This is an optimization exercise on Yosys and OpenROAD, whose aim is small area, not a production implementation.
Function was checked by simulation only, so behaviour that the tests miss may differ from the original.
Power and IR drop assume default switching activity.

Design top_fan, start of the top module:
module top_fan(
    input clk, reset_p,
    input [5:0] btn, input [1:0] sw,
    input adc_eoc, input [6:0] adc_do,
    input dht11_in, output dht11_drive,
    input echo, output trig,
    output motor_pwm, output led_pwm, output servo_pwm,
    output [13:0] led,
    output buzz,
    output [3:0] an, output [6:0] seg
    );
    reg [11:0] t;        
    reg [6:0]  v;        
    reg        s66;      
    always @(posedge clk, posedge reset_p) begin
        if(reset_p) begin
            t <= 0; v <= 0; s66 <= 0;
        end
        else begin
            t <= t + 1'b1;
            v <= (v == 7'd124) ? 7'd0 : v + 1'b1;
            if(t[6:0] == 7'd65) s66 <= 1'b1;
        end
    end
    wire started = s66 | (|t[6:0]);                       
    wire v25 = (v == 7'd0) | (v == 7'd25) | (v == 7'd50) | (v == 7'd75) | (v == 7'd100);
    wire tick100  = started & (t[1:0] == 2'd0) & v25;      
  ...
Size in the first run: roughly 1300 cells after synthesis, about 51 I/O pins.
export LEC_CHECK = 0
export CAP_MARGIN = 20
export CORE_MARGIN = 2
export CORE_UTILIZATION = 40
export SLEW_MARGIN = 20
create_clock -name core_clock -period 10.0 [get_ports {clk}]
standard.sh (not shown) runs the stock make flow with config.mk's settings and CLKGATE_MAP_FILE= SYNTH_SCRIPT=/design/flow/synth_recipe.tcl, a recipe that flattens the netlist after the stock synthesis.
==> flow/flow/run.sh <==
#!/bin/bash
# Layout flow: the standard flow (standard.sh), with an area-oriented ABC
# mapping script in synthesis and flow settings passed to make below.
# Synthesis is the standard flow's own script (synth_recipe.tcl) with only the ABC script
# swapped, so the registers are the same as the standard synthesis.
set -euo pipefail
here=$(pwd)
{
  cat <<'EOT'
proc abc {args} {
  set i [lsearch -exact $args -script]
  if {$i >= 0} { lset args [expr {$i+1}] $::env(AREA_ABC_SCRIPT) }
  yosys abc {*}$args
}
EOT
  cat "$here/synth_recipe.tcl"
} > "$here/area_synth.tcl"
export AREA_ABC_SCRIPT="$here/flow/abc_area.script"
bash standard.sh SYNTH_SCRIPT="$here/area_synth.tcl" CORE_UTILIZATION=75 BUFFER_PORTS_ARGS='-buffer_cell sky130_fd_sc_hd__buf_1' CTS_ARGS='-sink_clustering_enable -repair_clock_nets -dont_use_dummy_load -buf_list sky130_fd_sc_hd__clkbuf_8 -sink_clustering_size 18 -sink_clustering_max_diameter 50' finish > "$here/flow_make.log" 2>&1
==> flow/flow/abc_area.script <==
strash
ifraig
dc2
dch -f
amap -F 4 -A 8
strash
dc2
dch -f
amap -F 4 -A 8
topo
The starting point passed the timing, design-rule and antenna checks.
Change:
--- a/flow/flow/run.sh
+++ b/flow/flow/run.sh
@@ -19 +19 @@
-bash standard.sh SYNTH_SCRIPT="$here/area_synth.tcl" CORE_UTILIZATION=75 BUFFER_PORTS_ARGS='-buffer_cell sky130_fd_sc_hd__buf_1' CTS_ARGS='-sink_clustering_enable -repair_clock_nets -dont_use_dummy_load -buf_list sky130_fd_sc_hd__clkbuf_8 -sink_clustering_size 18 -sink_clustering_max_diameter 50' finish > "$here/flow_make.log" 2>&1
+bash standard.sh SYNTH_SCRIPT="$here/area_synth.tcl" CORE_UTILIZATION=60 BUFFER_PORTS_ARGS='-buffer_cell sky130_fd_sc_hd__buf_1' CTS_ARGS='-sink_clustering_enable -repair_clock_nets -dont_use_dummy_load -buf_list sky130_fd_sc_hd__clkbuf_8 -sink_clustering_size 16 -sink_clustering_max_diameter 60' finish > "$here/flow_make.log" 2>&1
After rerunning:
- routed wire length came out lower by about 1.9%
- synthesized area stays the same
- power fell by about 2.4%
- combinational power barely changes
Change:
--- a/flow/flow/run.sh
+++ b/flow/flow/run.sh
@@ -19 +19 @@
-bash standard.sh SYNTH_SCRIPT="$here/area_synth.tcl" CORE_UTILIZATION=60 BUFFER_PORTS_ARGS='-buffer_cell sky130_fd_sc_hd__buf_1' CTS_ARGS='-sink_clustering_enable -repair_clock_nets -dont_use_dummy_load -buf_list sky130_fd_sc_hd__clkbuf_8 -sink_clustering_size 16 -sink_clustering_max_diameter 60' finish > "$here/flow_make.log" 2>&1
+bash standard.sh SYNTH_SCRIPT="$here/area_synth.tcl" CORE_UTILIZATION=65 BUFFER_PORTS_ARGS='-buffer_cell sky130_fd_sc_hd__buf_1' CTS_ARGS='-sink_clustering_enable -repair_clock_nets -dont_use_dummy_load -buf_list sky130_fd_sc_hd__clkbuf_4 -sink_clustering_size 9 -sink_clustering_max_diameter 40' finish > "$here/flow_make.log" 2>&1
Effect: Cell area barely changes; final cell count increases by 0.50%; global-route usage is higher by 3.2 points; core utilization increases by 5.6 points; count of clock-buffer cells in the layout rose by 17; total power rose by about 1.2%; sequential share of layout area is about the same; wire length went up by about 1.6%; die area shrinks by 7.5%.
